What follows belongs to an exercise in optimizing a design on an open flow for small area; a production flow would make more cautious choices.
Function was checked by simulation only, so behaviour that the tests miss may differ from the original.
The clock port is modelled as an ideal driver; clocking choices that lean on that would not hold on a real chip.
Power and IR drop assume default switching activity.

`design/flow/run.sh`:
```
#!/bin/bash
# synth_recipe.tcl (not shown) runs the flow's synth.tcl, then flattens the netlist and writes it again
# the make line also repeats each setting of config.mk as NAME=value (left out here)
make -C /OpenROAD-flow-scripts/flow DESIGN_CONFIG=/design/flow/config.mk WORK_HOME=/design/flow/orfs CLKGATE_MAP_FILE= SYNTH_SCRIPT=/design/flow/synth_recipe.tcl finish
```
`design/flow/config.mk`:
```
export PLATFORM = sky130hd
export DESIGN_NAME = simon
export DESIGN_NICKNAME = simon
export VERILOG_FILES = /design/flow/design.v
export SDC_FILE = /design/flow/constraint.sdc
export NUM_CORES = 4
export LEC_CHECK = 0
export CAP_MARGIN = 20
export CORE_MARGIN = 2
export CORE_UTILIZATION = 40
export CTS_BUF_LIST = sky130_fd_sc_hd__clkbuf_8
export PLACE_DENSITY = 0.6
export SLEW_MARGIN = 20
```
`design/flow/constraint.sdc`:
```
create_clock -name core_clock -period 10.0 [get_ports {clk}]
set_input_delay 2.0000 -clock core_clock [delete_from_list [all_inputs] [get_ports {clk}]]
set_output_delay 2.0000 -clock core_clock [all_outputs]
set_load 0.01 [all_outputs]
```
`design/flow/design.v`:
```
module simon(
    input wire clk,
    input wire rst,
    input wire [3:0] btn,
    input wire start,
    input wire difficulty,  
    output reg [3:0] led,
    output reg [11:0] rgb,
    output reg hsync,
    output reg vsync,
    output reg [6:0] score,    
    output reg [3:0] an        
);
    localparam IDLE  = 3'b000;
    localparam SHOW  = 3'b001;
    localparam INPUT = 3'b011;
    localparam WIN   = 3'b100;
    localparam LOSE  = 3'b101;
    localparam L_OFF = 2'd0;    
    localparam L_SEQ = 2'd1;    
    localparam L_BTN = 2'd2;    
    localparam L_ALL = 2'd3;    
    localparam J0 = 3'b000, J1 = 3'b001, J2 = 3'b011, J3 = 3'b111, J4 = 3'b110, J5 = 3'b100;
    reg [16:0] tb;
    reg [4:0]  h_hi;
    reg [9:0]  v_count;
    reg [17:0] tc;
    reg [16:0] tb_n;
    reg [5:0]  hc;
    reg [4:0]  h_n;
    reg [10:0] vc;
    reg [9:0]  v_n;
    integer i;
    wire h_end = h_hi[4] & h_hi[3];                  
    wire v_end = v_count[9] & v_count[3] & v_count[2];  
    always @* begin
        tc[0] = 1'b1;
        for (i = 0; i < 17; i = i + 1) begin
            tb_n[i] = tb[i] ^ tc[i];
            tc[i+1] = tc[i] & tb[i];
        end
        hc[0] = tc[7];
        for (i = 0; i < 5; i = i + 1) begin
            h_n[i] = (h_hi[i] ^ hc[i]) & ~(tc[7] & h_end);
            hc[i+1] = hc[i] & h_hi[i];
        end
        vc[0] = tc[7] & h_end;
        for (i = 0; i < 10; i = i + 1) begin
            v_n[i] = (v_count[i] ^ vc[i]) & ~(vc[0] & v_end);
            vc[i+1] = vc[i] & v_count[i];
        end
    end
    always @(posedge clk or posedge rst) begin
        if (rst) begin
            tb <= 17'd3;
            h_hi <= 0;
            v_count <= 0;
        end else begin
            tb <= tb_n;
            h_hi <= h_n;
            v_count <= v_n;
        end
    end
    wire h_vis = ~(h_hi[4] & (h_hi[3] | h_hi[2]));
    wire v_vis = ~(v_count[9] | (&v_count[8:5]));
    always @* begin
        hsync = ~(h_hi[4] & ~h_hi[3] & h_hi[2] &
                  ((h_hi[1] ^ h_hi[0]) | (~h_hi[1] & tb[6]) | (h_hi[1] & ~tb[6])));
        vsync = ~(v_count[9:1] == 9'd245);
    end
    wire tb_low = ~(|tb[14:2]) & ~(tb[1] & tb[0]);
    wire ds0 = ~tb[16] & (tb[15] ~^ tb_low);
    reg [15:0] lfsr_q;
    wire [15:0] lfsr = lfsr_q ^ 16'hAAAA;
    wire [15:0] lfsr_n = {lfsr[14:0], lfsr[15] ^ lfsr[14] ^ lfsr[12] ^ lfsr[3]};
    always @(posedge clk) begin
        if (rst)
            lfsr_q <= 16'hFFFF ^ 16'hAAAA;
        else
            lfsr_q <= lfsr_n ^ 16'hAAAA;
    end
    reg [2:0]  state;
    reg [2:0]  e;
    reg [1:0]  lsrc;
    reg [2:0]  q;
    reg [12:0] cnt;         
    reg [3:0]  btn_prev;
    reg [3:0]  btn_valid;
    reg [1:0]  s0, s1, s2, s3, s4;
    reg [1:0] cur;
    always @* begin
        case (1'b1)
            (~q[2] & ~q[0]): cur = s0;
            (q[0] & ~q[1]):  cur = s1;
            (q[1] & ~q[2]):  cur = s2;
            (q[2] & q[0]):   cur = s3;
            default:         cur = s4;
        endcase
    end
    wire [3:0] cur_oh = 4'b0001 << cur;
    wire last  = q[2] & ~q[0];                        
    wire final_round = difficulty ? (~e[2] & ~e[0])   
                                  : (e[0] & ~e[1]);   
    wire off_f = cnt[11] | (&cnt[10:6] & (cnt[5] | cnt[4]));
    wire off_s = cnt[12] & (cnt[11] | cnt[10] | (&cnt[9:7] & (|cnt[6:3])));
    wire led_on = ~(difficulty ? off_s : off_f);
    wire step   = difficulty ? (cnt[12] & cnt[10] & cnt[9] & cnt[8] & cnt[6] & cnt[5] & cnt[4])
                             : (cnt[11] & cnt[8] & cnt[7] & cnt[6] & cnt[2]);
    wire any = |btn_valid;
    wire hit = (btn_valid == cur_oh);
    wire [1:0] newval = {lfsr[1] & lfsr[0], ~lfsr[1] & lfsr[0]};
    wire s_idle  = (state == IDLE);
    wire s_show  = (state == SHOW);
    wire s_input = (state == INPUT);
    wire s_lose  = (state == LOSE);
    wire go      = s_idle & start;
    wire show_adv = s_show & step;
    wire in_adv  = s_input & any & hit;
    wire success = in_adv & last;                     
    wire [2:0] e_n = go ? J4 : (success ? {~e[0], e[2:1]} : e);
    always @(posedge clk or posedge rst) begin
        if (rst) begin
            state <= IDLE;
            e <= J4;
            lsrc <= L_OFF;
        end else begin
            e <= e_n;
            lsrc <= L_OFF;
            case (state)
                IDLE: begin
                    if (start) state <= SHOW;
                end
                SHOW: begin
                    if (!step) begin
                        if (led_on) lsrc <= L_SEQ;
                    end else if (last)
                        state <= INPUT;
                end
                INPUT: begin
                    lsrc <= L_BTN;
                    if (any) begin
                        if (hit) begin
                            if (last) state <= final_round ? WIN : SHOW;
                        end else
                            state <= LOSE;
                    end
                end
                WIN: begin
                    lsrc <= L_ALL;
                    if (start) state <= IDLE;
                end
                LOSE: begin
                    if (start) state <= IDLE;
                end
                default: state <= IDLE;
            endcase
        end
    end
    reg [13:0] cc;
    reg [12:0] cnt_n;
    wire cnt_run = (s_show & ~step) | s_lose;
    always @* begin
        cc[0] = 1'b1;
        for (i = 0; i < 13; i = i + 1) begin
            cnt_n[i] = (cnt[i] ^ cc[i]) & cnt_run;
            cc[i+1] = cc[i] & cnt[i];
        end
    end
    always @(posedge clk) begin
        btn_prev <= btn;
        btn_valid <= btn & ~btn_prev;
        cnt <= cnt_n;
        if (s_idle | ((show_adv | in_adv) & last))
            q <= e_n;
        else if (show_adv | in_adv)
            q <= {q[1:0], ~q[2]};
        if (go | success) begin
            s0 <= s1;
            s1 <= s2;
            s2 <= s3;
            s3 <= s4;
            s4 <= s_idle ? lfsr[1:0] : newval;
        end
    end
    always @* begin
        case (lsrc)
            L_OFF: led = 4'b0000;
            L_SEQ: led = cur_oh;
            L_BTN: led = btn_prev;
            default: led = 4'b1111;
        endcase
    end
    always @* begin
        an = {3'b111, ~ds0};
        if (ds0) begin
            case (e)
                J4: score = 7'b1000000;  
                J3: score = 7'b1111001;  
                J2: score = 7'b0100100;  
                J1: score = 7'b0110000;  
                J0: score = 7'b0011001;  
                default: score = 7'b0010010;  
            endcase
        end else
            score = 7'b1111111;
    end
    always @* begin
        if (h_vis && v_vis) begin
            case (state)
                SHOW, INPUT: begin
                    case (led)
                        4'b0001: rgb = 12'h00F;
                        4'b0010: rgb = 12'hFF0;
                        4'b0100: rgb = 12'hF0F;
                        4'b1000: rgb = 12'h0F0;
                        default: rgb = 12'h444;
                    endcase
                end
                WIN: rgb = 12'hF00;
                LOSE: rgb = cnt[10] ? 12'h00F : 12'h333;
                default: rgb = 12'h333;
            endcase
        end else
            rgb = 12'h000;
    end
endmodule
```
==> metrics.cfg, run 1 <==
[floorplanning]
row_count = 37
coreArea_um2 = 10300
initial_utilization = 0.408
io_pins = 37
dieArea_um2 = 11300
die_y_um = 106
die_w_um = 106

[worst_setup_path]
crit_type = reg2out
cp.required_ns = 8.00
crit_path_max_fanout = 7
cp.arrival_ns = 2.88
startpoint_type = flop
rrSetupSlack_ns = 6.23
crit_path_end_kind = output port

[logic_synthesis]
yosys_most_used_dff = dfxtp_1
synth.cell_area_um2 = 4200
ys_seq_area_frac = 0.509
synth_edf_count = 13
synth.avg_cell_area_um2 = 10.6
ys_warn_count = 1
synthCells = 396
yosysUniqueCellTypes = 58
async_reset_ff_frac = 0.444
ys_ff_latch = 90

[clock_tree]
path_clk_slew_ns = 0.08
cts_tree = built
cts_setup_buffers = 0
cts_buffers = 9
cts_root_buf = clkbuf_8
clock_latency_ns = 0.35
ctsLongestPathBuffers = 2
ctsResizeCount = 0
cts_max_level = 3
cts_hold_buf = 0
cts.sinks = 90

[sta]
setup_viol = 0
fin_skew_ns = 0.0111
fin_ws_ns = 5.12
tightest_slew_ns = 0.687
fin_setup_tns_ns = 0
slew_headroom = 0.540
post-route-min-period_ns = 4.88
hold_viol_final = 0
hold_slack_ns = 0.367
fmax_mhz = 205
maxSlewViolCount = 0
post-route-period-util = 0.488
grt_setup_unrepaired = false

[grt]
grt_overflow = 0
track_usage = 0.148
antenna_found_initial = 0
grt_max_degree = 46
grt_first_pass_wirelength_mm = 13.1
grt_pass1_vias = 2776

[drt]
drt_first_pass_iters = 4
drc = 0
wirelength_mm = 7.59
viasPerCell = 5.07
vias = 2866
routedWlPerCell_um = 13.4
drt_iter0_markers = 140
drtAntennaViolNets = 0

[final_layout]
antenna_cells = 0
final_nets = 472
drive_gt1_frac = 0.0653
areaGrowthSynthToFinish_pct = 14.6
fillers = 952

[place]
post-place-ws_ns = 5.47
gp_congestion = 0.815
port_buffers = 33
detailed_place_hpwl_mm = 5.50

[power]
internal_power_uw = 549
clkPwrFrac = 0.361
netSwitchingFraction = 0.220
comb_power_share = 0.068
leakage_nw = 2.23
power.density_nw_per_um2 = 146
finalPower_uw = 703
p_sw_uw = 155
p_seq_frac = 0.570
vdd_drop_max_mv = 0.0667

[worst_hold_path]
min_path_type = reg2reg

[run_status]
status = no timing/DRC/antenna violations

[flow_run]
drv_cap = 0

path summary, 6_finish.rpt:
kind                                start  cells after the start          to
worst max-delay path                 q[2]                      7      rgb[0]
worst min-delay path            lfsr_q[7]                      1   lfsr_q[8]
worst max register to register      tb[0]                     18  v_count[8]
worst min register to register  lfsr_q[7]                      1   lfsr_q[8]
max in group asynchronous             rst                      3       tb[1]
min in group asynchronous             rst                      3  v_count[8]
synth_stat cells (7+ instances only):
library cell | instances | area [µm²]
nor2_1 | 42 | 158
ha_1 | 39 | 488
dfxtp_1 | 37 | 741
dfrtp_1 | 36 | 901
nand2_1 | 29 | 109
nor2b_1 | 21 | 131
o21ai_0 | 18 | 90.1
and2_1 | 17 | 106
edfxtp_1 | 13 | 390
nand3_1 | 12 | 60.1
a21oi_1 | 11 | 55.1
clkbuf_1 | 8 | 30.0
inv_1 | 8 | 30.0
nor3_1 | 8 | 40.0
buf_4 | 7 | 52.6
area by class of cell:
| class | instances | area [µm²] | share of cell area |
|---|---|---|---|
| multi-input cells | 281 | 1930 | 0.402 |
| well taps | 136 | 170 | 0.0354 |
| inverters | 9 | 33.8 | 0.00702 |
| flip-flops and latches | 90 | 2140 | 0.444 |
| clock inverters | 6 | 76.3 | 0.0159 |
| repair buffers | 34 | 338 | 0.0702 |
| clock buffers | 9 | 124 | 0.0257 |
power groups by stage:
| stage | combinational (mW) | sequential [mW] | clock, mW |
|---|---|---|---|
| after global placement | 0.0476 | 0.409 | 0 |
| after detailed placement | 0.0484 | 0.409 | 0 |
| after floorplan | 0.0359 | 0.404 | 0 |
| final | 0.0481 | 0.401 | 0.254 |
| after global routing | 0.0559 | 0.404 | 0.279 |
| after CTS | 0.0494 | 0.402 | 0.263 |
layout by cell type, fill, tap and decap left out, types with 2 or more instances in the layout:
cell type,n
ha_1,39
o21a_1,5
clkdlybuf4s50_1,33
dfstp_2,4
nand4_1,3
a21oi_1,11
nand2_1,29
nand2b_1,6
inv_1,11
xnor2_1,5
nor2b_1,21
edfxtp_1,13
a221oi_1,2
clkbuf_8,9
or2_2,2
or3_1,5
a211oi_1,6
dfrtp_1,36
and3_1,2
bufinv_16,2
nor3_1,8
nand3_1,12
mux2i_1,5
xor2_1,6
a21oi_2,2
and2_1,17
o211ai_1,3
nor4_1,4
nor4b_1,2
o21ai_0,18
conb_1,3
nor2_1,42
dfxtp_1,37
routing by layer:
metal	wire, µm	GRT usage	up-vias
li1	-	-	1438
met1	3810	0.196	1359
met2	3380	0.230	63
met3	332	0.0374	6
met4	74	0.0622	0
met5	0	0	-
registers in the layout, summed over array words and instances, names as in the netlist:
| register | cells |
|---|---|
| s2 | 2 |
| cnt | 13 |
| btn_valid | 4 |
| btn_prev | 4 |
| lfsr_q | 16 |
| h_hi | 5 |
| q | 3 |
| e | 3 |
| state | 3 |
| s1 | 2 |
| lsrc | 2 |
| v_count | 10 |
| tb | 17 |
| s3 | 2 |
| s0 | 2 |
| s4 | 2 |
metrics by stage:
| step | util | instance area (µm²) | instances |
|---|---|---|---|
| 2_1_floorplan | - | 4200 | 398 |
| 3_3_place_gp | 0.449 | 4610 | 550 |
| 3_5_place_dp | 0.449 | 4610 | 550 |
| 4_1_cts | 0.468 | 4810 | 565 |
| 5_1_grt | 0.468 | 4810 | 565 |
| 6_report | 0.468 | 4810 | 565 |
logic make-up after synthesis:
family / after synthesis / synth area share
flip-flops: 90 / 0.509
AND/OR/NAND/NOR: 158 / 0.192
XOR/XNOR: 11 / 0.0230
multiplexers: 7 / 0.0182
other: 1 / 0.000894
AO/OA/AOI/OAI: 63 / 0.109
buffers and inverters: 27 / 0.0322
adder cells (fa/ha/maj): 39 / 0.116
critical path, cell delays in order, from the launching register on:
cell,delay (ns)
edfxtp_1,0.51
mux2i_1,0.23
a21oi_1,0.13
or2_2,0.36
nor3_1,0.28
nor2_1,0.12
a211oi_1,0.31
clkdlybuf4s50_1,0.59
==> inputs of run 2 (changes only) <==
==> design/flow/flow/run.sh (new file) <==
#!/bin/bash
export BUFFER_PORTS_ARGS="-buffer_cell sky130_fd_sc_hd__buf_1"
bash standard.sh > standard.log 2>&1
==> design/flow/standard.sh (new file) <==
#!/bin/bash
# synth_recipe.tcl (not shown) runs the flow's synth.tcl, then flattens the netlist and writes it again
# the make line also repeats each setting of config.mk as NAME=value (left out here)
make -C /OpenROAD-flow-scripts/flow DESIGN_CONFIG=/design/flow/config.mk WORK_HOME=/design/flow/orfs CLKGATE_MAP_FILE= SYNTH_SCRIPT=/design/flow/synth_recipe.tcl "${@:-finish}"
removed: design/flow/run.sh
==> run 2 against run 1 <==
  * Synthesized cell count unchanged
  * Clock skew fell by 0.0023 ns
  * Global-route usage shrank 0.29 points
  * Critical endpoint is now rgb[1]
  * Largest power group unchanged
  * Non-clock buffer count unchanged
  * Register-to-register slack lost 0.02 ns
  * Hold slack better by 0.0090 ns
  * Sequential power barely moved
==> metrics.cfg, run 2 <==
[run_status]
status = no timing/DRC/antenna violations

[final_layout]
top_regs = tb (17), lfsr_q (16), cnt (13)
largest_reg_flops = 17
fillers = 1003
final_common_cell = nor2_1
regMostFlops = tb
areaGrowthSynthToFinish_pct = 9.51
stdcell_area_um2 = 4600
final_core_util = 0.447
final_nets = 472
drive_gt1_frac = 0.0744
final_cell_mix = nor2_1 (42), ha_1 (39), dfxtp_1 (37), dfrtp_1 (36), buf_1 (33)
fin_cells = 566
antenna_cells = 0

[power]
vdd_drop_max_mv = 0.0710
power.density_nw_per_um2 = 149
leakage_nw = 2.12

[clock_tree]
clock_latency_ns = 0.36
path_clk_slew_ns = 0.10
cts_hold_buf = 0
cts_max_level = 3
cts_root_buf = clkbuf_8
cts_buffers = 9
ctsLongestPathBuffers = 2
cts.sinks = 90
ctsResizeCount = 0
cts_tree = built
cts_setup_buffers = 0

[sta]
hold_viol_final = 0
post-route-period-util = 0.452
fmax_mhz = 221
slew_headroom = 0.532
fin_setup_tns_ns = 0
post-route-min-period_ns = 4.52
grt_setup_unrepaired = false
maxSlewViolCount = 0
hold_slack_ns = 0.376
tightest_slew_ns = 0.698
fin_skew_ns = 0.00878
setup_viol = 0

[worst_setup_path]
crit_type = reg2out
cp.arrival_ns = 2.52
crit_path_end_kind = output port
slowest_delay_ns = 0.54
cp_slowest_cell = edfxtp_1
startpoint_type = flop
critical_path.top_delay_family = simple AND/OR/NAND/NOR gates
cp.required_ns = 8.00
crit_chain = mux2i_1, a21oi_1, or2_2, nor3_1, nor2_1, a211oi_1, buf_1
crit_path_max_fanout = 7
cp_num_buf_inv = 1

[drt]
vias = 2834
drt_first_pass_iters = 4
routedWlPerCell_um = 13.4
drt_iter0_markers = 185
wirelength_mm = 7.61
viasPerCell = 5.01
drtAntennaViolNets = 0
drc = 0

[logic_synthesis]
yosysTopAreaCellShare = 0.215
synthCells = 396
synth.avg_cell_area_um2 = 10.6
ys_ff_latch = 90
async_reset_ff_frac = 0.444
synth_edf_count = 13
yosys_most_used_dff = dfxtp_1
synth_top_family_by_area = simple AND/OR/NAND/NOR gates
ys_warn_count = 1
synth.cell_area_um2 = 4200
yosysUniqueCellTypes = 58
synth_compound_area_frac = 0.109
synth_common_cells = nor2_1 (42), ha_1 (39), dfxtp_1 (37)
synth_mux_area_frac = 0.0182
synth_area_leaders = dfrtp_1 (21%), dfxtp_1 (18%), ha_1 (12%)
yosysTopAreaCell = dfrtp_1
synthSimpleGateAreaFrac = 0.192
synth_xor_xnor_area_share = 0.0230
synth_fa_ha_area_frac = 0.116
yosysMostFrequentCell = nor2_1
ys_seq_area_frac = 0.509

[floorplanning]
die_w_um = 106
initial_utilization = 0.408
coreArea_um2 = 10300
io_pins = 37
dieArea_um2 = 11300
row_count = 37
die_y_um = 106

[place]
gp_congestion = 0.841
detailed_place_hpwl_mm = 5.53
port_buffers = 33
placed_area_um2 = 4400
post-place-cells = 550

[grt]
grt_pass1_vias = 2770
track_usage = 0.145
grt_first_pass_wirelength_mm = 13.0
grt_overflow = 0
grt_max_degree = 44
antenna_found_initial = 0

[worst_hold_path]
min_path_type = reg2reg

[flow_run]
drv_cap = 0

-- run 2: cell count changes in the layout (fill, tap and decap cells not counted) --
cell,before,now
clkinv_8,0,1
bufinv_16,2,0
buf_1,0,33
inv_8,0,1
inv_1,11,8
clkdlybuf4s50_1,33,0
inv_6,0,4
-- run 2: metal layers --
metal | routed length, µm | share of wire | GRT usage | vias up
met1 | 3650 | 0.48 | 0.190 | 1331
met4 | 113 | 0.015 | 0.0529 | 0
li1 | - | - | - | 1434
met5 | 0 | 0 | 0 | -
met3 | 502 | 0.066 | 0.0490 | 7
met2 | 3340 | 0.44 | 0.223 | 62
-- run 2: worst register-to-register path, cell delays in order, from the launching register on --
cell,delay (ns)
dfstp_2,0.38
ha_1,0.21
ha_1,0.19
ha_1,0.18
ha_1,0.18
ha_1,0.17
ha_1,0.22
nand3_1,0.18
inv_1,0.10
ha_1,0.20
ha_1,0.18
ha_1,0.18
ha_1,0.18
ha_1,0.18
ha_1,0.18
ha_1,0.18
ha_1,0.18
ha_1,0.26
nor2b_1,0.13
-- run 2: per-stage QoR --
step	power [mW]	setup WS, ns
final	0.684	5.48
after global routing	0.723	5.31
after CTS	0.694	5.51
after detailed placement	0.454	5.92
after global placement	0.451	5.95
after floorplan	0.440	5.96
-- run 2: where the power goes --
| part | internal, mW | switching [mW] |
|---|---|---|
| Sequential | 0.387 | 0.0147 |
| Clock | 0.0973 | 0.141 |
| Combinational | 0.0209 | 0.0233 |
-- run 2: final cells by class --
class,count,area (µm²),area share
clock buffer,9,124,0.0270
clock inverter,7,67.6,0.0147
inverter,9,33.8,0.00735
multi-input combinational,281,1930,0.420
sequential,90,2140,0.465
tap,136,170,0.0370
timing repair buffer,34,131,0.0286
-- run 2: kinds of logic after synthesis --
family          Yosys count
simple gates            158
flops                    90
compound gates           63
fa+ha+maj                39
buf+inv                  27
xor+xnor                 11
mux                       7
other cells               1
-- run 2: path summary, 6_finish.rpt --
check / start / to / slack (ns) / cells after the start
max: q[2] / rgb[1] / 5.48 / 7
min: lfsr_q[9] / lfsr_q[10] / 0.38 / 1
max reg2reg: tb[0] / v_count[8] / 6.21 / 18
min reg2reg: lfsr_q[9] / lfsr_q[10] / 0.38 / 1
max in group asynchronous: rst / e[2] / 7.62 / 3
min in group asynchronous: rst / v_count[3] / 2.01 / 3
==> inputs of run 3 (changes only) <==
==> design/flow/flow/run.sh (replaced) <==
#!/bin/bash
# The standard layout, with three changes:
#  - the port buffers are the smallest buffer cell (buf_1);
#  - before repair_design, every combinational cell is set to its
#    smallest-area drive strength (flow/downsize.tcl);
#  - clock tree synthesis adds no dummy loads.
export BUFFER_PORTS_ARGS="-buffer_cell sky130_fd_sc_hd__buf_1"
export PRE_RESIZE_TCL="$(pwd)/flow/downsize.tcl"
export CTS_ARGS="-sink_clustering_enable -repair_clock_nets -buf_list sky130_fd_sc_hd__clkbuf_8 -dont_use_dummy_load"
bash standard.sh > standard.log 2>&1
==> design/flow/flow/downsize.tcl (new file) <==
# Before repair_design: give every combinational cell the smallest-area cell
# of the same function (same name, other drive strength). repair_design that
# follows fixes any slew or capacitance violation this makes.
set dont_use [split $::env(DONT_USE_CELLS)]
set n 0
set saved 0.0
foreach inst [get_cells *] {
  set m [get_property $inst ref_name]
  if {![regexp {^(sky130_fd_sc_hd__[a-z0-9]+)_([0-9]+)$} $m -> base drv]} { continue }
  if {[regexp {__(df|edf|sdf|dl|clk|tap|conb|fill|decap|buf_|probe)} $m]} { continue }
  set cur [get_lib_cells $m]
  set best $m
  set best_area [get_property $cur area]
  foreach d {0 1 2 3 4 6 8 12 16} {
    set c ${base}_$d
    if {$c eq $m || [lsearch -exact $dont_use $c] >= 0} { continue }
    set lc [get_lib_cells -quiet $c]
    if {$lc eq ""} { continue }
    set a [get_property $lc area]
    if {$a < $best_area - 1e-6} { set best $c; set best_area $a }
  }
  if {$best ne $m} {
    set saved [expr {$saved + [get_property $cur area] - $best_area}]
    replace_cell $inst [get_lib_cells $best]
    incr n
  }
}
puts "downsize: replaced $n cells, saved $saved um2"
==> run 3 against run 2 <==
  * Sequential cell count stayed put
  * Sequential power hardly changed
  * Die area stayed put
  * Sequential share of layout area is 1.3 points higher
  * Register-to-register slack hardly changed
  * Area after synthesis stayed put
  * Hold slack worse by 0.0011 ns
  * Via count is 0.11% lower
  * First-iteration DRC count is 18% lower
  * Final area is 2.7% lower
  * Critical path type unchanged
  * Critical endpoint is now rgb[0]
  * Largest power group unchanged
  * Highest routed layer unchanged
==> metrics.cfg, run 3 <==
[run_status]
status = no timing/DRC/antenna violations

[sta]
maxSlewViolCount = 0
post-route-period-util = 0.445
hold_viol_final = 0
grt_setup_unrepaired = false
fmax_mhz = 225
setup_viol = 0
post-route-min-period_ns = 4.45
tightest_slew_ns = 0.742
fin_setup_tns_ns = 0
fin_skew_ns = 0.0273
slew_headroom = 0.503

[clock_tree]
ctsResizeCount = 0
cts.sinks = 90
cts_tree = built
ctsLongestPathBuffers = 2
cts_hold_buf = 0
clock_latency_ns = 0.34
cts_root_buf = clkbuf_8
cts_max_level = 3
cts_setup_buffers = 0
path_clk_slew_ns = 0.09
cts_buffers = 9

[drt]
wl_met1_mm = 3.60
viasPerCell = 5.06
drt_first_pass_iters = 4
drc = 0
top_layer = met4
wirelength_mm = 7.45
drt_iter0_markers = 151
vias = 2831
met3_length_um = 482
met2WireLength_mm = 3.27
drtAntennaViolNets = 0
routedWlPerCell_um = 13.3

[grt]
grt_max_degree = 44
grt_first_pass_wirelength_mm = 12.9
antenna_found_initial = 0
track_usage = 0.142
grt_pass1_vias = 2736
grt_overflow = 0

[final_layout]
drive_gt1_frac = 0.0402
largest_reg_flops = 17
areaGrowthSynthToFinish_pct = 6.50
seq_area_um2 = 2140
final_nets = 472
top_regs = tb (17), lfsr_q (16), cnt (13)
final_cell_mix = nor2_1 (42), ha_1 (39), dfxtp_1 (37), dfrtp_1 (36), buf_1 (33)
multi_input_area_um2 = 1870
regMostFlops = tb
fillers = 1007
fin_cells = 559
antenna_cells = 0
final_common_cell = nor2_1

[logic_synthesis]
yosysMostFrequentCell = nor2_1
yosysTopAreaCellShare = 0.215
async_reset_ff_frac = 0.444
synth_xor_xnor_area_share = 0.0230
yosysUniqueCellTypes = 58
synth_mux_area_frac = 0.0182
synth_fa_ha_area_frac = 0.116
synth.avg_cell_area_um2 = 10.6
synthSimpleGateAreaFrac = 0.192
ys_seq_area_frac = 0.509
synth_area_leaders = dfrtp_1 (21%), dfxtp_1 (18%), ha_1 (12%)
ys_ff_latch = 90
synth_top_family_by_area = simple AND/OR/NAND/NOR gates
synth_compound_area_frac = 0.109
yosysTopAreaCell = dfrtp_1
yosys_most_used_dff = dfxtp_1
synthCells = 396
ys_warn_count = 1
synth_edf_count = 13
synth.cell_area_um2 = 4200
synth_common_cells = nor2_1 (42), ha_1 (39), dfxtp_1 (37)

[place]
post-place-cells = 550
detailed_place_hpwl_mm = 5.48
port_buffers = 33
gp_congestion = 0.841

[worst_setup_path]
crit_path_max_fanout = 7
cp.arrival_ns = 2.45
cp.required_ns = 8.00
slowest_delay_ns = 0.52
crit_chain = mux2i_1, a21oi_1, or2_2, nor3_1, nor2_1, a211oi_1, buf_1
cp_slowest_cell = edfxtp_1
crit_path_end_kind = output port
startpoint_type = flop
r2r_cells = 18
crit_type = reg2out

[worst_hold_path]
holdPathStages = 1
min_path_type = reg2reg

[power]
leakage_nw = 2.08
vdd_drop_max_mv = 0.0675
power.density_nw_per_um2 = 141

[flow_run]
drv_cap = 0

[floorplanning]
row_count = 37
io_pins = 37
initial_utilization = 0.408
die_y_um = 106
dieArea_um2 = 11300
die_w_um = 106
coreArea_um2 = 10300

## run 3: layout make-up
class                           count  share of cell area
Tap cell                          136              0.0381
Timing Repair Buffer               34              0.0294
Sequential cell                    90               0.478
Inverter                            9             0.00756
Multi-Input combinational cell    281               0.419
Clock buffer                        9              0.0277
## run 3: path summary, 6_finish.rpt
check | startpoint | to | slack, ns
worst max-delay path | q[2] | rgb[0] | 5.55
worst min-delay path | lfsr_q[11] | lfsr_q[12] | 0.37
worst max register to register | tb[0] | v_count[8] | 6.20
worst min register to register | lfsr_q[11] | lfsr_q[12] | 0.37
max in group asynchronous | rst | e[2] | 7.56
min in group asynchronous | rst | v_count[6] | 2.05
## run 3: layer usage
layer,GRT usage,up-vias
met2,0.221,78
li1,-,1428
met4,0.0473,0
met1,0.189,1317
met3,0.0435,8
met5,0,-
## run 3: power by group
group | total, mW | leakage (nW) | internal [mW] | switching [mW]
sequential | 0.401 | 0.942 | 0.387 | 0.0145
clock | 0.185 | 0.0647 | 0.0807 | 0.104
combinational | 0.0428 | 1.07 | 0.0203 | 0.0225
## run 3: per-stage QoR
step | power, mW | area, µm² | worst slack, ns | hold WS [ns] | util
finish | 0.629 | 4470 | 5.55 | 0.374 | 0.435
global route | 0.667 | 4470 | 5.32 | 0.395 | 0.435
CTS | 0.641 | 4470 | 5.55 | 0.379 | 0.435
detailed placement | 0.453 | 4350 | 5.91 | 0.356 | 0.423
global placement | 0.451 | 4400 | 5.95 | 0.344 | 0.429
floorplan | 0.440 | 4200 | 5.96 | 0.343 | -
## run 3: worst max-delay path: cells and delay by family, from the launching register on
kind                   cells  cell delay, ns
AOI/OAI and AO/OA          2            0.44
and+or+nand+nor            3            0.76
DFF                        1            0.52
muxes                      1            0.22
buffers and inverters      1            0.19
## run 3: kinds of logic (layout without fill, tap and decap cells)
family | Yosys count | count (layout)
flops | 90 | 90
simple gates | 158 | 158
compound gates | 63 | 63
other cells | 1 | 3
buf+inv | 27 | 52
xor+xnor | 11 | 11
mux | 7 | 7
fa+ha+maj | 39 | 39
==> inputs of run 4 (changes only) <==
==> design/flow/flow/run.sh (replaced) <==
#!/bin/bash
# The standard layout, with two changes:
#  - the port buffers are the smallest buffer cell (buf_1);
#  - before repair_design, every combinational cell is set to its
#    smallest-area drive strength (flow/downsize.tcl).
export BUFFER_PORTS_ARGS="-buffer_cell sky130_fd_sc_hd__buf_1"
export PRE_RESIZE_TCL="$(pwd)/flow/downsize.tcl"
bash standard.sh > standard.log 2>&1
==> run 4 against run 3 <==
  * Still clean on timing, DRC and antenna
  * Clock power increased by 34%
  * Critical endpoint unchanged
  * Sequential share of layout area decreased by 0.79 points
  * Final area increased by 1.7%
  * Power increased by 10%
  * Register-to-register slack about the same
  * Via count increased by 1.2%
==> metrics.cfg, run 4 <==
[sta]
post-route-min-period_ns = 4.50
tightest_slew_ns = 0.742
fmax_mhz = 222
maxSlewViolCount = 0
setup_viol = 0
slew_headroom = 0.503
fin_setup_tns_ns = 0
fin_skew_ns = 0.00896
hold_slack_ns = 0.374
grt_setup_unrepaired = false
hold_viol_final = 0
post-route-period-util = 0.450

[logic_synthesis]
synth.cell_area_um2 = 4200
ys_ff_latch = 90
async_reset_ff_frac = 0.444
synth.avg_cell_area_um2 = 10.6
yosysUniqueCellTypes = 58
synth_edf_count = 13
ys_warn_count = 1
ys_seq_area_frac = 0.509
synth_common_cells = nor2_1 (42), ha_1 (39), dfxtp_1 (37)
yosys_most_used_dff = dfxtp_1
yosysTopAreaCell = dfrtp_1
yosysMostFrequentCell = nor2_1
yosysTopAreaCellShare = 0.215
synth_area_leaders = dfrtp_1 (21%), dfxtp_1 (18%), ha_1 (12%)
synthCells = 396

[final_layout]
top_regs = tb (17), lfsr_q (16), cnt (13)
areaGrowthSynthToFinish_pct = 8.29
drive_gt1_frac = 0.0558
final_common_cell = nor2_1
final_nets = 472
fin_cells = 566
largest_reg_flops = 17
final_cell_mix = nor2_1 (42), ha_1 (39), dfxtp_1 (37), dfrtp_1 (36), buf_1 (33)
regMostFlops = tb
antenna_cells = 0
stdcell_area_um2 = 4540

[worst_setup_path]
crit_chain = mux2i_1, a21oi_1, or2_2, nor3_1, nor2_1, a211oi_1, buf_1
startpoint_type = flop
cp_num_buf_inv = 1
critical_path.top_delay_family = simple AND/OR/NAND/NOR gates
crit_path_max_fanout = 7
cp_slowest_cell = edfxtp_1
crit_type = reg2out
crit_path_end_kind = output port
cp.arrival_ns = 2.50
cp.required_ns = 8.00
timing.rr.start = tb[0]
startpoint = q[2]
slowest_delay_ns = 0.53

[drt]
viasPerCell = 5.06
drc = 0
top_layer = met4
wl_met1_mm = 3.66
vias = 2864
drt_first_pass_iters = 4
met3_length_um = 462
drt_iter0_markers = 143
wirelength_mm = 7.55
drtAntennaViolNets = 0
routedWlPerCell_um = 13.3
met2WireLength_mm = 3.29

[grt]
track_usage = 0.145
grt_first_pass_wirelength_mm = 13.0
grt_max_degree = 44
grt_pass1_vias = 2765
grt_overflow = 0
antenna_found_initial = 0

[clock_tree]
ctsResizeCount = 0
clock_latency_ns = 0.36
cts_setup_buffers = 0
cts_hold_buf = 0
path_clk_slew_ns = 0.09
ctsLongestPathBuffers = 2
cts_root_buf = clkbuf_8
cts_buffers = 9
cts_tree = built
cts_max_level = 3
cts.sinks = 90

[floorplanning]
die_w_um = 106
die_y_um = 106
row_count = 37
coreArea_um2 = 10300
io_pins = 37
initial_utilization = 0.408
dieArea_um2 = 11300

[power]
p_seq_frac = 0.580
p_sw_uw = 167
netSwitchingFraction = 0.242
vdd_drop_max_mv = 0.0913
leakage_nw = 2.12
clkPwrFrac = 0.358
power.density_nw_per_um2 = 152
comb_power_share = 0.062
internal_power_uw = 524

[place]
detailed_place_hpwl_mm = 5.48
gp_congestion = 0.841
placed_area_um2 = 4350
post-place-cells = 550
port_buffers = 33

[flow_run]
drv_cap = 0

[run_status]
status = no timing/DRC/antenna violations

[worst_hold_path]
min_path_type = reg2reg
min_from = lfsr_q[11]

## run 4: cells by family after synthesis
group | Yosys count | synth area share
simple gates | 158 | 0.192
flops | 90 | 0.509
compound gates | 63 | 0.109
fa+ha+maj | 39 | 0.116
buf+inv | 27 | 0.0322
xor+xnor | 11 | 0.0230
mux | 7 | 0.0182
other cells | 1 | 0.000894
## run 4: final cells by class
type | instances | area [µm²]
Fill cell | 1004 | 5730
Sequential cell | 90 | 2140
Multi-Input combinational cell | 281 | 1870
Tap cell | 136 | 170
Timing Repair Buffer | 34 | 131
Clock buffer | 9 | 124
Clock inverter | 7 | 75.1
Inverter | 9 | 33.8
## run 4: power groups by stage
stage / logic [mW] / registers, mW / clock network, mW
floorplan: 0.0359 / 0.404 / 0
global placement: 0.0427 / 0.409 / 0
detailed placement: 0.0434 / 0.409 / 0
CTS: 0.0442 / 0.401 / 0.257
global route: 0.0522 / 0.404 / 0.272
finish: 0.0429 / 0.401 / 0.247
## run 4: through the flow
step / worst slack (ns) / power, mW / utilization
after floorplan: 5.96 / 0.440 / -
after global placement: 5.95 / 0.451 / 0.429
after detailed placement: 5.91 / 0.453 / 0.423
after CTS: 5.51 / 0.702 / 0.442
after global routing: 5.29 / 0.729 / 0.442
final: 5.50 / 0.691 / 0.442
## run 4: worst paths after layout
kind	endpoint	slack, ns	depth (start not counted)
max	rgb[0]	5.50	7
min	lfsr_q[12]	0.37	1
max reg2reg	v_count[8]	6.20	18
min reg2reg	lfsr_q[12]	0.37	1
max in group asynchronous	tb[1]	7.58	3
min in group asynchronous	v_count[6]	2.03	3
## run 4: routing by layer
layer  up-vias  global-route usage
met5         -                   0
met2        72               0.223
met4         0              0.0584
li1       1436                   -
met1      1343               0.191
met3        13              0.0417
==> inputs of run 5 (changes only) <==
--- a/design/flow/design.v
+++ b/design/flow/design.v
@@ -15,6 +15,6 @@
     localparam SHOW  = 3'b001;
     localparam INPUT = 3'b011;
-    localparam WIN   = 3'b100;
-    localparam LOSE  = 3'b101;
+    localparam WIN   = 3'b010;
+    localparam LOSE  = 3'b100;
     localparam L_OFF = 2'd0;    
     localparam L_SEQ = 2'd1;    
@@ -110,8 +110,9 @@
     wire hit = (btn_valid == cur_oh);
     wire [1:0] newval = {lfsr[1] & lfsr[0], ~lfsr[1] & lfsr[0]};
-    wire s_idle  = (state == IDLE);
-    wire s_show  = (state == SHOW);
-    wire s_input = (state == INPUT);
-    wire s_lose  = (state == LOSE);
+    wire s_idle  = ~state[0] & ~state[1] & ~state[2];
+    wire s_show  = state[0] & ~state[1];
+    wire s_input = state[0] & state[1];
+    wire s_win   = ~state[0] & state[1];
+    wire s_lose  = state[2];
     wire go      = s_idle & start;
     wire show_adv = s_show & step;
@@ -171,8 +172,8 @@
         btn_valid <= btn & ~btn_prev;
         cnt <= cnt_n;
-        if (s_idle | ((show_adv | in_adv) & last))
-            q <= e_n;
+        if (s_idle)
+            q <= J4;
         else if (show_adv | in_adv)
-            q <= {q[1:0], ~q[2]};
+            q <= last ? (s_input ? {~e[0], e[2:1]} : e) : {q[1:0], ~q[2]};
         if (go | success) begin
             s0 <= s1;
@@ -205,22 +206,25 @@
             score = 7'b1111111;
     end
-    always @* begin
-        if (h_vis && v_vis) begin
-            case (state)
-                SHOW, INPUT: begin
-                    case (led)
-                        4'b0001: rgb = 12'h00F;
-                        4'b0010: rgb = 12'hFF0;
-                        4'b0100: rgb = 12'hF0F;
-                        4'b1000: rgb = 12'h0F0;
-                        default: rgb = 12'h444;
-                    endcase
-                end
-                WIN: rgb = 12'hF00;
-                LOSE: rgb = cnt[10] ? 12'h00F : 12'h333;
-                default: rgb = 12'h333;
-            endcase
-        end else
-            rgb = 12'h000;
+    wire vis = h_vis & v_vis;
+    wire l_seq = ~lsrc[1] & lsrc[0];
+    wire l_btn = lsrc[1] & ~lsrc[0];
+    wire b_oh = (btn_prev == 4'b0001) | (btn_prev == 4'b0010) |
+                (btn_prev == 4'b0100) | (btn_prev == 4'b1000);
+    wire si = state[0];
+    wire blink = cnt[10];
+    wire r_on = (l_seq & (cur[0] ^ cur[1])) | (l_btn & b_oh & (btn_prev[1] | btn_prev[2]));
+    wire g_on = (l_seq & cur[0]) | (l_btn & b_oh & (btn_prev[1] | btn_prev[3]));
+    wire b_on = (l_seq & ~cur[0]) | (l_btn & b_oh & (btn_prev[0] | btn_prev[2]));
+    wire led4 = si & ~(l_seq | (l_btn & b_oh));            
+    wire dim3 = s_idle | (s_lose & ~blink);                
+    wire rf = vis & ((si & r_on) | s_win);
+    wire gf = vis & si & g_on;
+    wire bf = vis & ((si & b_on) | (s_lose & blink));
+    wire c4 = vis & led4;
+    wire c3 = vis & dim3;
+    always @* begin
+        rgb[11] = rf; rgb[10] = rf | c4; rgb[9] = rf | c3; rgb[8] = rf | c3;
+        rgb[7]  = gf; rgb[6]  = gf | c4; rgb[5] = gf | c3; rgb[4] = gf | c3;
+        rgb[3]  = bf; rgb[2]  = bf | c4; rgb[1] = bf | c3; rgb[0] = bf | c3;
     end
 endmodule
==> design/flow/flow/run.sh (replaced) <==
#!/bin/bash
# The standard layout, with three changes:
#  - the port buffers are the smallest buffer cell (buf_1);
#  - before repair_design, every combinational cell is set to its
#    smallest-area drive strength (flow/downsize.tcl);
#  - clock tree synthesis adds no dummy loads.
export BUFFER_PORTS_ARGS="-buffer_cell sky130_fd_sc_hd__buf_1"
export PRE_RESIZE_TCL="$(pwd)/flow/downsize.tcl"
export CTS_ARGS="-sink_clustering_enable -repair_clock_nets -buf_list sky130_fd_sc_hd__clkbuf_8 -dont_use_dummy_load"
bash standard.sh > standard.log 2>&1
==> run 5 against run 4 <==
  * Global-route usage decreased by 0.43 points
  * Hold slack got worse by 0.021 ns
  * Power decreased by 7.6%
  * Register-to-register slack improved by 0.02 ns
  * Fmax decreased by 0.94%
  * Die area decreased by 1.1%
  * Still clean on timing, DRC and antenna
  * Cell count decreased by 4.9%
  * Combinational power increased by 11%
  * Setup slack got worse by 0.043 ns
  * Sequential share of layout area increased by 0.80 points
==> metrics.cfg, run 5 <==
[clock_tree]
path_clk_slew_ns = 0.08
ctsResizeCount = 0
cts_buffers = 9
ctsLongestPathBuffers = 2
cts_hold_buf = 0
cts.sinks = 90
cts_tree = built
clock_latency_ns = 0.36
cts_root_buf = clkbuf_8
cts_max_level = 3
cts_setup_buffers = 0

[logic_synthesis]
yosysTopAreaCellShare = 0.217
synth.cell_area_um2 = 4150
ys_ff_latch = 90
async_reset_ff_frac = 0.444
yosysTopAreaCell = dfrtp_1
synth_edf_count = 10
synthCells = 379
ys_warn_count = 1
ys_seq_area_frac = 0.508
synth.avg_cell_area_um2 = 10.9
yosys_most_used_dff = dfxtp_1
yosysMostFrequentCell = ha_1
yosysUniqueCellTypes = 57
synth_area_leaders = dfrtp_1 (22%), dfxtp_1 (19%), ha_1 (13%)
synth_common_cells = ha_1 (43), dfxtp_1 (40), dfrtp_1 (36)

[final_layout]
final_nets = 455
top_regs = tb (17), lfsr_q (16), cnt (13)
fillers = 995
stdcell_area_um2 = 4410
drive_gt1_frac = 0.0473
final_common_cell = ha_1
final_cell_mix = ha_1 (43), dfxtp_1 (40), dfrtp_1 (36), nor2_1 (35), buf_1 (33)
largest_reg_flops = 17
fin_cells = 538
final_core_util = 0.433
areaGrowthSynthToFinish_pct = 6.25
regMostFlops = tb
antenna_cells = 0

[power]
finalPower_uw = 639
vdd_drop_max_mv = 0.0572
leakage_nw = 2.15
power.density_nw_per_um2 = 145

[worst_setup_path]
cp.arrival_ns = 2.54
crit_type = reg2out
crit_path_max_fanout = 9
startpoint_type = flop
cp.required_ns = 8.00
crit_path_end_kind = output port

[floorplanning]
die_y_um = 106
initial_utilization = 0.407
row_count = 37
dieArea_um2 = 11200
coreArea_um2 = 10200
io_pins = 37
die_w_um = 106

[sta]
post-route-period-util = 0.454
grt_setup_unrepaired = false
tightest_slew_ns = 0.960
slew_headroom = 0.354
fin_ws_ns = 5.46
hold_slack_ns = 0.353
fin_setup_tns_ns = 0
post-route-min-period_ns = 4.54
hold_viol_final = 0
maxSlewViolCount = 0
setup_viol = 0
fmax_mhz = 220
fin_skew_ns = 0.0272

[grt]
grt_overflow = 0
grt_max_degree = 44
grt_first_pass_wirelength_mm = 12.4
antenna_found_initial = 0
track_usage = 0.140
grt_pass1_vias = 2688

[drt]
vias = 2700
drtAntennaViolNets = 0
drt_first_pass_iters = 4
routedWlPerCell_um = 13.2
wirelength_mm = 7.12
drt_iter0_markers = 104
drc = 0
viasPerCell = 5.02

[place]
gp_congestion = 0.884
detailed_place_hpwl_mm = 5.06
placed_area_um2 = 4280
port_buffers = 33
post-place-ws_ns = 5.90
post-place-cells = 529

[worst_hold_path]
min_path_type = reg2reg

[flow_run]
drv_cap = 0

[run_status]
status = no timing/DRC/antenna violations

[run 5: cell count changes in the layout (fill, tap and decap cells not counted), moves of 4 or more]
| cell | delta |
|---|---|
| mux2i_1 | +5 |
| nor2_1 | -7 |
| nor2b_1 | +8 |
| o21ai_0 | -12 |
| and2_1 | -12 |
| a211oi_1 | -6 |
| ha_1 | +4 |
| nor3b_1 | +4 |
| nand2b_1 | -4 |
[run 5: worst paths after layout]
check | end | slack (ns) | cells past startpoint | startpoint
setup / recovery | rgb[10] | 5.46 | 10 | q[2]
hold / removal | lfsr_q[10] | 0.35 | 1 | lfsr_q[9]
min in group asynchronous | tb[15] | 2.03 | 3 | rst
setup reg to reg | v_count[9] | 6.22 | 19 | tb[0]
hold reg to reg | lfsr_q[10] | 0.35 | 1 | lfsr_q[9]
max in group asynchronous | e[2] | 7.59 | 3 | rst
[run 5: cells by family (layout without fill, tap and decap cells)]
group / count (synthesis) / after routing / share of synthesized area
AND/OR/NAND/NOR: 146 / 146 / 0.187
flip-flops: 90 / 90 / 0.508
adder cells (fa/ha/maj): 43 / 43 / 0.130
AO/OA/AOI/OAI: 42 / 42 / 0.0727
buffers and inverters: 31 / 52 / 0.0428
XOR/XNOR: 15 / 15 / 0.0317
multiplexers: 11 / 11 / 0.0269
other: 1 / 3 / 0.000904
[run 5: metal layers]
layer	GRT usage	vias up	wire, µm
li1	-	1349	-
met1	0.186	1272	3480
met2	0.206	63	3090
met3	0.0390	16	335
met4	0.0789	0	211
met5	0	-	0
[run 5: power by group]
| part | total (mW) | leakage, nW | switching, mW | internal [mW] |
|---|---|---|---|---|
| sequential | 0.402 | 0.942 | 0.0173 | 0.385 |
| clock | 0.189 | 0.0647 | 0.109 | 0.0806 |
| combinational | 0.0476 | 1.15 | 0.0237 | 0.0240 |
[run 5: cell type report]
type	count	area, µm²	share of cell area
sequential	90	2110	0.478
multi-input combinational	260	1840	0.417
tap	136	170	0.0386
timing repair buffer	34	131	0.0298
clock buffer	9	124	0.0281
inverter	9	33.8	0.00767
[run 5: worst max-delay path, cell delays in order, from the launching register on]
cell      delay (ns)
dfxtp_1         0.54
mux2i_1         0.25
a21oi_1         0.09
a21o_1          0.25
inv_1           0.10
ha_1            0.23
nand2_1         0.07
o311ai_0        0.15
o211ai_1        0.20
o21ai_0         0.15
buf_1           0.15
==> inputs of run 6 (changes only) <==
==> design/flow/flow/run.sh (replaced) <==
#!/bin/bash
# The standard layout, with these changes:
#  - the port buffers are the smallest buffer cell (buf_1);
#  - before repair_design, every combinational cell is set to its
#    smallest-area drive strength (flow/downsize.tcl);
#  - the clock tree is built by flow/clocktree.tcl before CTS (a clkbuf_2
#    root and six clkbuf_8 leaves, one per cluster of 15 flip-flops);
#    CTS then finds nothing left to do and adds no dummy loads.
export BUFFER_PORTS_ARGS="-buffer_cell sky130_fd_sc_hd__buf_1"
export PRE_RESIZE_TCL="$(pwd)/flow/downsize.tcl"
export PRE_CTS_TCL="$(pwd)/flow/clocktree.tcl"
export CTS_ARGS="-sink_clustering_enable -repair_clock_nets -buf_list sky130_fd_sc_hd__clkbuf_8 -dont_use_dummy_load"
bash standard.sh > standard.log 2>&1
==> design/flow/flow/clocktree.tcl (new file) <==
# Clock tree built by hand before CTS: the flip-flops are split into 6
# equal clusters by position (k-means with a size cap), each driven by a
# clkbuf_8 at its centre; one clkbuf_2 drives the 6 from the clock port.
# manual clock tree: K leaf buffers, each driving a cluster of flops (k-means on x)
proc build_clock_tree {k cell} {
  set ::leaf_locs {}
  set pins [get_pins -hierarchical */CLK]
  set pts {}
  foreach p $pins {
    set inst [[sta::sta_to_db_pin $p] getInst]
    set loc [$inst getLocation]
    lappend pts [list [lindex $loc 0] [lindex $loc 1] [get_full_name $p]]
  }
  # k-means
  set n [llength $pts]
  set sorted [lsort -real -index 0 $pts]
  set cents {}
  for {set i 0} {$i < $k} {incr i} {
    set q [lindex $sorted [expr {int(($i + 0.5) * $n / $k)}]]
    lappend cents [list [lindex $q 0] [lindex $q 1]]
  }
  for {set it 0} {$it < 30} {incr it} {
    set groups [lrepeat $k {}]
    set cap [expr {($n + $k - 1) / $k}]
    set pairs {}
    set pi 0
    foreach q $pts {
      for {set i 0} {$i < $k} {incr i} {
        set c [lindex $cents $i]
        lappend pairs [list [expr {abs([lindex $q 0]-[lindex $c 0]) + abs([lindex $q 1]-[lindex $c 1])}] $pi $i]
      }
      incr pi
    }
    set done [lrepeat $n 0]
    set cnt [lrepeat $k 0]
    foreach pr [lsort -real -index 0 $pairs] {
      lassign $pr d p i
      if {[lindex $done $p] || [lindex $cnt $i] >= $cap} { continue }
      lset done $p 1
      lset cnt $i [expr {[lindex $cnt $i] + 1}]
      lset groups $i [concat [lindex $groups $i] [list [lindex $pts $p]]]
    }
    set cents {}
    foreach g $groups {
      set sx 0; set sy 0
      foreach q $g { set sx [expr {$sx + [lindex $q 0]}]; set sy [expr {$sy + [lindex $q 1]}] }
      set m [llength $g]; if {$m == 0} { set m 1 }
      lappend cents [list [expr {$sx / $m}] [expr {$sy / $m}]]
    }
  }
  set dbu [[ord::get_db_block] getDbUnitsPerMicron]
  for {set i 0} {$i < $k} {incr i} {
    set g [lindex $groups $i]
    set lp {}
    foreach q $g { lappend lp [get_pins [lindex $q 2]] }
    set c [lindex $cents $i]
    puts "cluster $i: [llength $g] sinks"
    lappend ::leaf_locs $c
    insert_buffer -buffer_cell $cell -net clk -load_pins $lp -location [list [expr {[lindex $c 0]/double($dbu)}] [expr {[lindex $c 1]/double($dbu)}]] -buffer_name clkleaf_$i -net_name clknet_leaf_$i
  }
}
proc build_clock_tree2 {k cell root} {
  build_clock_tree $k $cell
  # root buffer between the clock port and the leaf buffers, at their centre
  set dbu [[ord::get_db_block] getDbUnitsPerMicron]
  set sx 0; set sy 0
  foreach loc $::leaf_locs {
    set sx [expr {$sx + [lindex $loc 0]}]; set sy [expr {$sy + [lindex $loc 1]}]
  }
  insert_buffer -buffer_cell $root -net clk -location [list [expr {$sx/$k/double($dbu)}] [expr {$sy/$k/double($dbu)}]] -buffer_name clkroot -net_name clknet_root
}

build_clock_tree2 6 sky130_fd_sc_hd__clkbuf_8 sky130_fd_sc_hd__clkbuf_2
--- a/design/flow/config.mk
+++ b/design/flow/config.mk
@@ -8,6 +8,6 @@
 export CAP_MARGIN = 20
 export CORE_MARGIN = 2
-export CORE_UTILIZATION = 40
+export CORE_UTILIZATION = 60
 export CTS_BUF_LIST = sky130_fd_sc_hd__clkbuf_8
-export PLACE_DENSITY = 0.6
+export PLACE_DENSITY = 0.75
 export SLEW_MARGIN = 20
==> run 6 against run 5 <==
  * Still clean on timing, DRC and antenna
  * Sequential share of layout area is 1.2 points higher
  * Clock power decreased by 15%
  * Fmax is essentially flat
  * Hold slack better by 0.020 ns
  * Critical path depth did not move
  * Sequential cell count is the same
  * Combinational power grew 3%
  * Sequential power hardly changed
  * Setup slack barely moved
  * Cell count fell by 11%
  * Final area is 2.4% lower
  * Critical path type unchanged
==> metrics.cfg, run 6 <==
[worst_setup_path]
crit_type = reg2out
startpoint_type = flop
cp.required_ns = 8.00
r2r_cells = 19
crit_path_max_fanout = 9
cp.arrival_ns = 2.54
rrSetupSlack_ns = 6.26
r2r-end = v_count[9]
cp_slowest_cell = dfxtp_1
slowest_delay_ns = 0.54
crit_chain = mux2i_1, a21oi_1, a21o_1, inv_1, ha_1, nand2_1, o311ai_0, o211ai_1, o21ai_0, buf_1
timing.rr.start = tb[0]
crit_path_end_kind = output port

[sta]
fmax_mhz = 220
setup_viol = 0
hold_viol_final = 0
post-route-period-util = 0.454
grt_setup_unrepaired = false
post-route-min-period_ns = 4.54
fin_ws_ns = 5.46
fin_skew_ns = 0.0188
maxSlewViolCount = 0
fin_setup_tns_ns = 0
slew_headroom = 0.371
tightest_slew_ns = 0.934

[floorplanning]
die_y_um = 87.1
die_w_um = 87.1
initial_utilization = 0.614
row_count = 30
dieArea_um2 = 7590
io_pins = 37
coreArea_um2 = 6760

[drt]
drt_iter0_markers = 91
viasPerCell = 5.62
wirelength_mm = 6.62
drt_first_pass_iters = 4
drc = 0
vias = 2699
drtAntennaViolNets = 0
routedWlPerCell_um = 13.8

[power]
power.density_nw_per_um2 = 142
leakage_nw = 2.13
p_sw_uw = 147
vdd_drop_max_mv = 0.113
clkPwrFrac = 0.263
finalPower_uw = 612
internal_power_uw = 465
netSwitchingFraction = 0.240
comb_power_share = 0.080
p_seq_frac = 0.657

[place]
post-place-ws_ns = 5.96
gp_congestion = 0.905
port_buffers = 33
detailed_place_hpwl_mm = 4.95

[final_layout]
final_cell_mix = ha_1 (43), dfxtp_1 (40), dfrtp_1 (36), nor2_1 (35), buf_1 (33)
areaGrowthSynthToFinish_pct = 3.68
antenna_cells = 0
drive_gt1_frac = 0.0425
final_nets = 453
top_regs = tb (17), lfsr_q (16), cnt (13)
final_common_cell = ha_1
largest_reg_flops = 17
regMostFlops = tb

[grt]
antenna_found_initial = 0
track_usage = 0.179
grt_overflow = 0
grt_pass1_vias = 2546
grt_max_degree = 45
grt_first_pass_wirelength_mm = 11.4

[logic_synthesis]
synth_common_cells = ha_1 (43), dfxtp_1 (40), dfrtp_1 (36)
synth.avg_cell_area_um2 = 10.9
synthCells = 379
synth_edf_count = 10
yosysUniqueCellTypes = 57
yosysTopAreaCellShare = 0.217
synth.cell_area_um2 = 4150
async_reset_ff_frac = 0.444
ys_seq_area_frac = 0.508
yosys_most_used_dff = dfxtp_1
yosysTopAreaCell = dfrtp_1
ys_ff_latch = 90
synth_area_leaders = dfrtp_1 (22%), dfxtp_1 (19%), ha_1 (13%)
ys_warn_count = 1
yosysMostFrequentCell = ha_1

[clock_tree]
path_clk_slew_ns = 0.09
ctsResizeCount = 0
cts_setup_buffers = 0
clock_latency_ns = 0.50
cts_hold_buf = 0

[worst_hold_path]
holdPathStages = 1
min_path_type = reg2reg
min_from = lfsr_q[11]
whs_endpoint = lfsr_q[12]

[run_status]
status = no timing/DRC/antenna violations

[flow_run]
drv_cap = 0

run 6: power groups by stage:
stage / registers [mW] / clock network, mW / logic, mW
detailed placement: 0.409 / 0 / 0.0494
floorplan: 0.403 / 0 / 0.0422
global placement: 0.408 / 0 / 0.0482
finish: 0.402 / 0.161 / 0.0490
CTS: 0.409 / 0.120 / 0.0500
global route: 0.404 / 0.178 / 0.0594
run 6: worst max-delay path: cells and delay by family (launching register included):
family	cells	cell delay (ns)
compound gates	5	0.77
fa+ha+maj	1	0.23
buf+inv	2	0.23
flops	1	0.54
mux	1	0.23
simple gates	1	0.06
run 6: layout make-up, without the clock buffers:
type                       instances  area, µm²
inverter                           9       33.8
tap                               80        100
multi-input combinational        260       1840
sequential                        90       2110
fill                             561       2460
timing repair buffer              34        131
run 6: stage by stage:
step	hold slack (ns)	std cells	util	instance area, µm²
final	0.373	480	0.636	4300
after global routing	0.388	480	0.636	4300
after CTS	0.354	480	0.636	4300
after detailed placement	0.354	473	0.623	4210
after global placement	0.344	473	0.628	4240
after floorplan	0.343	381	-	4150
run 6: layer usage:
layer  vias to the layer above  track usage  wire length, µm
met5                         -            0                0
met4                         0       0.0392              136
met3                        13       0.0142              233
met2                        48        0.303             3070
met1                      1293        0.255             3190
li1                       1345            -                -
run 6: how the worst max path moves through the flow:
stage | start | end | slack [ns] | cells after the start
after global placement | q[2] | rgb[10] | 6.03 | 10
after global routing | q[2] | rgb[10] | 5.20 | 10
final | q[2] | rgb[10] | 5.46 | 10
after CTS | q[2] | rgb[10] | 5.95 | 10
after detailed placement | q[2] | rgb[10] | 5.96 | 10
after floorplan | q[2] | rgb[9] | 6.14 | 11
run 6: cell families (layout without fill, tap and decap cells):
| kind of cell | Yosys count | count (layout) | synth area share |
|---|---|---|---|
| mux | 11 | 11 | 0.0269 |
| fa+ha+maj | 43 | 43 | 0.130 |
| buf+inv | 31 | 50 | 0.0428 |
| xor+xnor | 15 | 15 | 0.0317 |
| compound gates | 42 | 42 | 0.0727 |
| other cells | 1 | 3 | 0.000904 |
| simple gates | 146 | 146 | 0.187 |
| flops | 90 | 90 | 0.508 |
==> inputs of run 7 (changes only) <==
--- a/design/flow/config.mk
+++ b/design/flow/config.mk
@@ -8,6 +8,6 @@
 export CAP_MARGIN = 20
 export CORE_MARGIN = 2
-export CORE_UTILIZATION = 60
+export CORE_UTILIZATION = 40
 export CTS_BUF_LIST = sky130_fd_sc_hd__clkbuf_8
-export PLACE_DENSITY = 0.75
+export PLACE_DENSITY = 0.6
 export SLEW_MARGIN = 20
==> run 7 against run 6 <==
  * Via count decreased by 1.2%
  * Cell count up 12%
  * Setup slack worse by 0.15 ns
  * Utilization fell by 21 points
  * Clock power barely moved
  * Die area increased by 47%
  * Combinational power fell by 3%
  * Power grew 0.37%
  * Clock skew fell by 0.0014 ns
  * Critical path type unchanged
  * Largest power group unchanged
==> metrics.cfg, run 7 <==
[power]
internal_power_uw = 464
comb_power_share = 0.078
leakage_nw = 2.13
clkPwrFrac = 0.268
power.density_nw_per_um2 = 141
netSwitchingFraction = 0.244
p_seq_frac = 0.655
p_sw_uw = 150
finalPower_uw = 614
vdd_drop_max_mv = 0.0698

[logic_synthesis]
ys_ff_latch = 90
synth_compound_area_frac = 0.0727
synth_edf_count = 10
ys_warn_count = 1
synth_common_cells = ha_1 (43), dfxtp_1 (40), dfrtp_1 (36)
synthSimpleGateAreaFrac = 0.187
ys_seq_area_frac = 0.508
yosysMostFrequentCell = ha_1
synthCells = 379
yosysUniqueCellTypes = 57
yosys_most_used_dff = dfxtp_1
async_reset_ff_frac = 0.444
synth_fa_ha_area_frac = 0.130
synth.cell_area_um2 = 4150
yosysTopAreaCell = dfrtp_1
synth_mux_area_frac = 0.0269
synth_xor_xnor_area_share = 0.0317
synth_area_leaders = dfrtp_1 (22%), dfxtp_1 (19%), ha_1 (13%)
synth_top_family_by_area = simple AND/OR/NAND/NOR gates
synth.avg_cell_area_um2 = 10.9
yosysTopAreaCellShare = 0.217

[worst_setup_path]
r2r_cells = 19
crit_type = reg2out
r2r-end = v_count[9]
slowest_delay_ns = 0.55
cp.required_ns = 8.00
cp_slowest_cell = dfxtp_1
crit_path_max_fanout = 9
cp.arrival_ns = 2.69
rrSetupSlack_ns = 6.24
endpoint = rgb[10]
startpoint_type = flop
startpoint = q[2]
timing.rr.start = tb[0]
crit_chain = mux2i_1, a21oi_1, a21o_1, inv_1, ha_1, nand2_1, o311ai_0, o211ai_1, o21ai_0, buf_1
crit_path_end_kind = output port

[drt]
wirelength_mm = 7.05
drtAntennaViolNets = 0
drc = 0
vias = 2666
routedWlPerCell_um = 13.2
drt_iter0_markers = 116
viasPerCell = 4.97
drt_first_pass_iters = 4

[floorplanning]
io_pins = 37
row_count = 37
coreArea_um2 = 10200
dieArea_um2 = 11200
initial_utilization = 0.407
die_w_um = 106
die_y_um = 106

[sta]
maxSlewViolCount = 0
grt_setup_unrepaired = false
post-route-period-util = 0.469
tightest_slew_ns = 0.967
hold_viol_final = 0
setup_viol = 0
slew_headroom = 0.355
fmax_mhz = 213
fin_ws_ns = 5.31
fin_setup_tns_ns = 0
fin_skew_ns = 0.0174
hold_slack_ns = 0.367
post-route-min-period_ns = 4.69

[place]
post-place-ws_ns = 5.90
port_buffers = 33
detailed_place_hpwl_mm = 5.06
post-place-cells = 529
gp_congestion = 0.884

[grt]
antenna_found_initial = 0
grt_max_degree = 44
track_usage = 0.129
grt_first_pass_wirelength_mm = 12.4
grt_overflow = 0
grt_pass1_vias = 2662

[clock_tree]
cts_setup_buffers = 0
ctsResizeCount = 0
clock_latency_ns = 0.50
cts_hold_buf = 0
path_clk_slew_ns = 0.10

[final_layout]
drive_gt1_frac = 0.0425
regMostFlops = tb
largest_reg_flops = 17
final_common_cell = ha_1
areaGrowthSynthToFinish_pct = 5.37
fillers = 1002
fin_cells = 536
top_regs = tb (17), lfsr_q (16), cnt (13)
antenna_cells = 0
final_cell_mix = ha_1 (43), dfxtp_1 (40), dfrtp_1 (36), nor2_1 (35), buf_1 (33)
final_nets = 453

[worst_hold_path]
min_path_type = reg2reg

[flow_run]
drv_cap = 0

[run_status]
status = no timing/DRC/antenna violations

[run 7: cell counts after synthesis]
Identical to the previous run, type by type.
[run 7: stage by stage]
| step | utilization | area, µm² |
|---|---|---|
| finish | 0.429 | 4370 |
| global route | 0.429 | 4370 |
| CTS | 0.429 | 4370 |
| detailed placement | 0.420 | 4280 |
| global placement | 0.423 | 4310 |
| floorplan | - | 4150 |
[run 7: worst min-delay path by stage]
stage / start / endpoint / slack, ns / cells after the start
global placement: lfsr_q[11] / lfsr_q[12] / 0.35 / 1
global route: lfsr_q[13] / lfsr_q[14] / 0.39 / 1
detailed placement: lfsr_q[11] / lfsr_q[12] / 0.35 / 1
floorplan: lfsr_q[9] / lfsr_q[10] / 0.34 / 1
CTS: lfsr_q[11] / lfsr_q[12] / 0.35 / 1
finish: lfsr_q[7] / lfsr_q[8] / 0.37 / 1
[run 7: power by group through the flow]
stage | Clock (mW) | Sequential, mW | Combinational (mW)
after global routing | 0.184 | 0.405 | 0.0569
after detailed placement | 0 | 0.410 | 0.0477
after global placement | 0 | 0.409 | 0.0486
after floorplan | 0 | 0.403 | 0.0422
after CTS | 0.120 | 0.410 | 0.0489
final | 0.164 | 0.402 | 0.0476
[run 7: cell families after synthesis]
| kind of cell | after synthesis |
|---|---|
| xor gates and xnor gates | 15 |
| DFF | 90 |
| buffers and inverters | 31 |
| muxes | 11 |
| other | 1 |
| adders and majority gates | 43 |
| AOI/OAI and AO/OA | 42 |
| and+or+nand+nor | 146 |
[run 7: cell type report, without the clock buffers]
class | count | area (µm²) | share of cell area
Sequential cell | 90 | 2110 | 0.482
Multi-Input combinational cell | 260 | 1840 | 0.421
Tap cell | 136 | 170 | 0.0389
Timing Repair Buffer | 34 | 131 | 0.0301
Inverter | 9 | 33.8 | 0.00773
[run 7: per-layer routing]
metal | track usage | vias to the layer above | part of all wire
li1 | - | 1343 | -
met1 | 0.182 | 1247 | 0.49
met2 | 0.209 | 63 | 0.44
met3 | 0.0192 | 13 | 0.053
met4 | 0.0301 | 0 | 0.023
met5 | 0 | - | 0
[run 7: worst max-delay path, delay by kind of cell (launching register included)]
kind	cells	cell delay [ns]
buffers and inverters	2	0.25
AO/OA/AOI/OAI	5	0.84
flip-flops	1	0.55
AND/OR/NAND/NOR	1	0.07
adder cells (fa/ha/maj)	1	0.23
multiplexers	1	0.25

what the ideal ports hide:
No port has a modelled driver above. Below, the same layouts with a new extraction and two added sets of constraints.
Step 1 sets driving cells, clkbuf_16 on the clock port and buf_2 on the other inputs (assumed; they add their load-dependent delay and slew).
Step 2, shift: input delay + t, output delay - t, t = (earliest + latest rising clock arrival at the registers) / 2. This alone moves slack from input paths to output paths.
a / b / c = ideal ports / drivers / drivers and shift; a / b = the first two.
| run | t, ns | setup WS [ns] | worst setup path at the end | worst register clock-pin slew, ns | cell pins on the clock port's net |
|---|---|---|---|---|---|
| run 1 | 0.377 | 5.115 / 5.084 / 5.461 | register to output | 0.09 / 0.09 | 1 |
| run 2 | 0.388 | 5.481 / 5.449 / 5.837 | register to output | 0.10 / 0.10 | 1 |
| run 3 | 0.361 | 5.549 / 5.519 / 5.880 | register to output | 0.09 / 0.09 | 1 |
| run 4 | 0.384 | 5.505 / 5.473 / 5.857 | register to output | 0.09 / 0.09 | 1 |
| run 5 | 0.375 | 5.462 / 5.430 / 5.805 | register to output | 0.09 / 0.09 | 1 |
| run 6 | 0.514 | 5.462 / 5.437 / 5.951 | register to output | 0.11 / 0.11 | 1 |
| run 7 | 0.517 | 5.307 / 5.281 / 5.798 | register to output | 0.11 / 0.11 | 1 |
After both steps setup and hold are still met in every run listed.
